From an optimization exercise on the open Yosys and OpenROAD flow, aimed at a short achievable clock period and few clock cycles; shortcuts taken in it are not production practice. In this exercise RTL edits were held to simulation tests only and were not proved equivalent to the original. Power figures rest on the tool's default switching activity, not on a simulated workload.

// core
module core (
    input  wire         clk,
    input  wire         rst,
    output wire [31:0]  imem_addr,
    input  wire [31:0]  imem_rdata,
    output wire [31:0]  dmem_addr,
    output wire         dmem_we,
    output wire [31:0]  dmem_wdata,
    output wire  [1:0]  dmem_dqm,
    input  wire [31:0]  dmem_rdata
);
reg  [31:0] pc_f;
reg         kill_q;      
reg  [31:0] a_e, b_e, s_e, tgt_e, link_e;
reg         fa_m, fa_w, fa_n;
reg         fb_m, fb_w, fb_n;
reg         fs_m, fs_w, fs_n;
reg         k_same, k_mw, k_mb, k_wm, k_wb, k_am, k_aw, k_ab;
reg         r_add, r_sub, r_sll, r_slt, r_sltu, r_xor, r_sr, r_or, r_and, r_link;
reg         sra_e;
reg         c_eq, c_ne, c_lt, c_ge, c_ltu, c_geu, j_e, jalr_e, pt_e;
reg         wen_e, load_e, store_e;
reg  [4:0]  rd_e;
reg  [2:0]  f3_e;
reg  [31:0] res_m, sd_m;
reg         wen_m, load_m, store_m;
reg  [4:0]  rd_m;
reg  [2:0]  f3_m;
reg  [1:0]  dqm_m;
reg  [31:0] res_w;
reg         wen_w;
reg  [4:0]  rd_w;
reg  [31:0] rf [1:31];
reg  [31:1] rfv;
wire [31:0] fi = imem_rdata;
wire [6:0]  op   = fi[6:0];
wire [2:0]  f3   = fi[14:12];
wire        f7b  = fi[30];
wire [4:0]  rd   = fi[11:7];
wire [4:0]  rs1  = fi[19:15];
wire [4:0]  rs2  = fi[24:20];
wire is_lui   = (op[6:2] == 5'b01101);
wire is_auipc = (op[6:2] == 5'b00101);
wire is_jal   = (op[6:2] == 5'b11011);
wire is_jalr  = (op[6:2] == 5'b11001);
wire is_br    = (op[6:2] == 5'b11000);
wire is_load  = (op[6:2] == 5'b00000);
wire is_store = (op[6:2] == 5'b01000);
wire is_opi   = (op[6:2] == 5'b00100);
wire is_op    = (op[6:2] == 5'b01100);
wire [31:0] imm_i = {{20{fi[31]}}, fi[31:20]};
wire [31:0] imm_s = {{20{fi[31]}}, fi[31:25], fi[11:7]};
  ...
==> flow/config.mk <==
export PLATFORM = sky130hd
export DESIGN_NAME = core
export DESIGN_NICKNAME = core
export VERILOG_FILES = /design/flow/design.v
export SDC_FILE = /design/flow/constraint.sdc
export NUM_CORES = 4
export LEC_CHECK = 0
export ABC_CLOCK_PERIOD_IN_PS = 2500
export CAP_MARGIN = 20
export CORE_MARGIN = 2
export CORE_UTILIZATION = 40
export PLACE_DENSITY = 0.6
export SETUP_SLACK_MARGIN = 5
export SLEW_MARGIN = 20
==> flow/constraint.sdc <==
create_clock -name core_clock -period 12.0 [get_ports {clk}]
set_input_delay 2.4000 -clock core_clock [delete_from_list [all_inputs] [get_ports {clk}]]
set_output_delay 2.4000 -clock core_clock [all_outputs]
set_load 0.01 [all_outputs]
standard.sh (not shown) runs the stock make flow with config.mk's settings and CLKGATE_MAP_FILE= SYNTH_SCRIPT=/design/flow/synth_recipe.tcl, a recipe that flattens the netlist after the stock synthesis.
==> flow/flow/run.sh <==
#!/bin/bash
set -euo pipefail
MARGIN=${MARGIN:-8.5}
sed "s/SETUP_SLACK_MARGIN=[0-9.]*/SETUP_SLACK_MARGIN=${MARGIN}/" standard.sh > standard_margin.sh
grep -q "SETUP_SLACK_MARGIN=${MARGIN}" standard_margin.sh
bash standard_margin.sh > flow_make.log 2>&1
Testbench counts at the start, summed over its fixed seeds: cycles 40,254.
==> next run, changes <==
--- a/flow/design.v
+++ b/flow/design.v
@@ -55,28 +55,22 @@
 wire [31:0] imm_j = {{12{fi[31]}}, fi[19:12], fi[20], fi[30:21], 1'b0};
 wire [31:0] imm   = is_store ? imm_s : (is_lui | is_auipc) ? imm_u : imm_i;
 wire uses_rs1 = ~(is_lui | is_auipc | is_jal);
 wire uses_rs2 = is_op | is_br | is_store;
 wire b_reg    = is_op | is_br;
 wire writes   = ~(is_br | is_store) & (rd != 5'd0);
 wire wen_ex   = wen_e & ~kill_q;
 wire load_ex  = load_e & ~kill_q;
 wire store_ex = store_e & ~kill_q;
-wire [32*32-1:0] rnext;
-assign rnext[31:0] = 32'd0;
-genvar gi;
-generate
-    for (gi = 1; gi < 32; gi = gi + 1) begin : g_rnext
-        assign rnext[gi*32 +: 32] = (wen_w & (rd_w == gi)) ? res_w : (rfv[gi] ? rf[gi] : 32'd0);
-    end
-endgenerate
-wire [31:0] rf1 = rnext[rs1*32 +: 32];
-wire [31:0] rf2 = rnext[rs2*32 +: 32];
+wire [31:0] rf1 = (wen_w & (rd_w == rs1)) ? res_w :
+                  (rs1 == 5'd0) ? 32'd0 : (rfv[rs1] ? rf[rs1] : 32'd0);
+wire [31:0] rf2 = (wen_w & (rd_w == rs2)) ? res_w :
+                  (rs2 == 5'd0) ? 32'd0 : (rfv[rs2] ? rf[rs2] : 32'd0);
 wire a_hit_e = wen_ex & (rd_e == rs1);
 wire a_hit_m = wen_m & (rd_m == rs1);
 wire b_hit_e = wen_ex & (rd_e == rs2);
 wire b_hit_m = wen_m & (rd_m == rs2);
 wire a_m_n = uses_rs1 & a_hit_e;
 wire a_w_n = uses_rs1 & ~a_hit_e & a_hit_m;
 wire a_n_n = ~(uses_rs1 & (a_hit_e | a_hit_m));
 wire b_m_n = b_reg & b_hit_e;
 wire b_w_n = b_reg & ~b_hit_e & b_hit_m;
Worst setup slack gets worse by 87 ps.
Cell count came out lower by 23%.
Global-route usage went down by 7.8 points.
Wire length went down by 29%.
Clock skew stays flat.
Sequential power fell by about 2%.
Design area shrinks by 14%.
Testbench counts after the change, summed over its fixed seeds: cycles 40,254.

---

Setup of job 101:
core, a different RTL version from the one above (not shown whole).
For scale: ~7,800 cells after synthesis, roughly 1,400 flip-flops, ~170 I/O pins, about 85,000 µm² of cells after synthesis.
==> flow/config.mk <==
export PLATFORM = sky130hd
export DESIGN_NAME = core
export DESIGN_NICKNAME = core
export VERILOG_FILES = /design/flow/design.v
export SDC_FILE = /design/flow/constraint.sdc
export NUM_CORES = 4
export LEC_CHECK = 0
export ABC_CLOCK_PERIOD_IN_PS = 2500
export CAP_MARGIN = 20
export CORE_MARGIN = 2
export CORE_UTILIZATION = 40
export PLACE_DENSITY = 0.6
export SETUP_SLACK_MARGIN = 5
export SLEW_MARGIN = 20
==> flow/constraint.sdc <==
create_clock -name core_clock -period 12.0 [get_ports {clk}]
set_input_delay 2.4000 -clock core_clock [delete_from_list [all_inputs] [get_ports {clk}]]
set_output_delay 2.4000 -clock core_clock [all_outputs]
set_load 0.01 [all_outputs]
Scripts as last shown in full above: flow/flow/run.sh
Testbench counts of job 101, summed over its fixed seeds: cycles 40,254.
> inputs changed (job 101 -> job 103)
--- a/flow/design.v
+++ b/flow/design.v
@@ -58,18 +58,17 @@
 reg  [4:0]  rd_e;
 reg  [2:0]  f3_e;
 reg  [31:0] res_m, sd_m;
 reg         wen_m, load_m, store_m;
 reg  [4:0]  rd_m;
 reg  [2:0]  f3_m;
 reg  [1:0]  dqm_m;
 reg  [31:0] res_w;
-reg         wen_w;
-reg  [4:0]  rd_w;
+reg  [31:1] we_w;        
 reg  [31:0] rf [1:31];
 reg  [31:1] rfv;
 wire [31:0] fi = imem_rdata;
 wire [6:0]  op   = fi[6:0];
 wire [2:0]  f3   = fi[14:12];
 wire        f7b  = fi[30];
 wire [4:0]  rd   = fi[11:7];
 wire [4:0]  rs1  = fi[19:15];
@@ -94,17 +93,17 @@
 wire wen_ex   = wen_e & ~kill_q;
 wire load_ex  = load_e & ~kill_q;
 wire store_ex = store_e & ~kill_q;
 wire [32*32-1:0] rnext;
 assign rnext[31:0] = 32'd0;
 genvar gi;
 generate
     for (gi = 1; gi < 32; gi = gi + 1) begin : g_rnext
-        assign rnext[gi*32 +: 32] = (wen_w & (rd_w == gi)) ? res_w : (rfv[gi] ? rf[gi] : 32'd0);
+        assign rnext[gi*32 +: 32] = we_w[gi] ? res_w : (rfv[gi] ? rf[gi] : 32'd0);
     end
 endgenerate
 wire [31:0] rf1 = rnext[rs1*32 +: 32];
 wire [31:0] rf2 = rnext[rs2*32 +: 32];
 wire a_hit_e = wen_ex & (rd_e == rs1);
 wire a_hit_m = wen_m & (rd_m == rs1);
 wire b_hit_e = wen_ex & (rd_e == rs2);
 wire b_hit_m = wen_m & (rd_m == rs2);
@@ -223,41 +222,43 @@
     s_e    <= ({32{s_sel_e}} & res_e) | ({32{s_sel_m}} & res_mw) |
               ({32{s_sel_n}} & rf2);
     tgt_e  <= is_jal ? tgt_fj : tgt_fb;
     link_e <= pc_inc;
     sra_e  <= f7b;
     rd_e   <= rd;
     f3_e   <= f3;
 end
+integer wi;
 always @(posedge clk or posedge rst) begin
     if (rst) begin
         wen_m   <= 1'b0;
         load_m  <= 1'b0;
         store_m <= 1'b0;
-        wen_w   <= 1'b0;
+        we_w    <= 31'd0;
     end else begin
         wen_m   <= wen_ex;
         load_m  <= load_ex;
         store_m <= store_ex;
-        wen_w   <= wen_m;
+        for (wi = 1; wi < 32; wi = wi + 1)
+            we_w[wi] <= wen_m & (rd_m == wi);
     end
 end
 always @(posedge clk) begin
     res_m <= res_e;
     sd_m  <= sd_e;
     rd_m  <= rd_e;
     f3_m  <= f3_e;
     dqm_m <= (f3_e == 3'b001) ? 2'b01 : (f3_e == 3'b010) ? 2'b10 : 2'b00;
     res_w <= res_mw;
-    rd_w  <= rd_m;
 end
 always @(posedge clk) begin
-    if (wen_w)
-        rf[rd_w] <= res_w;
+    for (wi = 1; wi < 32; wi = wi + 1)
+        if (we_w[wi])
+            rf[wi] <= res_w;
 end
 always @(posedge clk or posedge rst) begin
     if (rst)
         rfv <= 31'd0;
-    else if (wen_w)
-        rfv[rd_w] <= 1'b1;
+    else
+        rfv <= rfv | we_w;
 end
 endmodule
Results
- Both conditions hold for job 103: the flow ran to the end and the final layout passed the timing, design-rule and antenna checks.
- Job 101 ended up with more cell instances than job 103 did.
- Between job 103 and job 101, switching power total is higher for job 101, job 103 comes in under that.
- Number of buffer and inverter stages on the critical path sits higher in job 103 than in job 101.
- Against job 101 as the reference, job 103 delivers a lower synthesized area.
- Number of sequential storage elements went up slightly going from job 101 to job 103.
- Compared with job 101, in job 103 I/O pin total was more or less identical, count of clock buffers in the final design moved up.
- On required arrival time at the worst endpoint, job 103 tracks job 101 almost exactly.
- Compared with job 101, job 103 supports a higher clock frequency.
- As of job 103, total die area had fallen by a few percent compared to job 101.
- The final reports for job 103 and job 101 show share of power burned in combinational logic lower in the former.
- Wire length of the first global-routing pass (job 101 / job 103): 1.20
- Per the comparison of job 103 with job 101, final period utilization moved down, non-clock buffer total of the final layout moved down.
Testbench counts of job 103, summed over its fixed seeds: cycles 40,254.

[static timing again, ports no longer ideal]
How much do the figures lean on ideal ports? The routed layouts below were timed once more, with nothing changed but the port constraints.
Step 1: set_driving_cell puts a clkbuf_16 on clk and a buf_2 on each other input, an assumption about the parent block.
Step 2, shift: input delay + t, output delay - t, t = (earliest + latest rising clock arrival at the registers) / 2. This alone moves slack from input paths to output paths.
Slacks: ideal ports / drivers / drivers and shift; pairs: ideal ports / drivers.
run	t, ns	slack for setup (ns)	clock arrival spread, ns	worst data-port slew with drivers (ns)
the first run of note 1	0.956	7.375 / 7.329 / 6.373	0.055 / 0.055	0.40
the second run of note 1	0.913	7.288 / 7.071 / 6.158	0.048 / 0.048	0.33
job 101	0.930	7.472 / 7.245 / 6.315	0.050 / 0.051	0.50
job 103	0.883	7.540 / 7.204 / 6.321	0.059 / 0.059	0.71
After both steps every run listed still meets setup and hold. The setup slack of job 103, which loses most, moves by -0.336 ns with the drivers and by -1.219 ns with both steps.
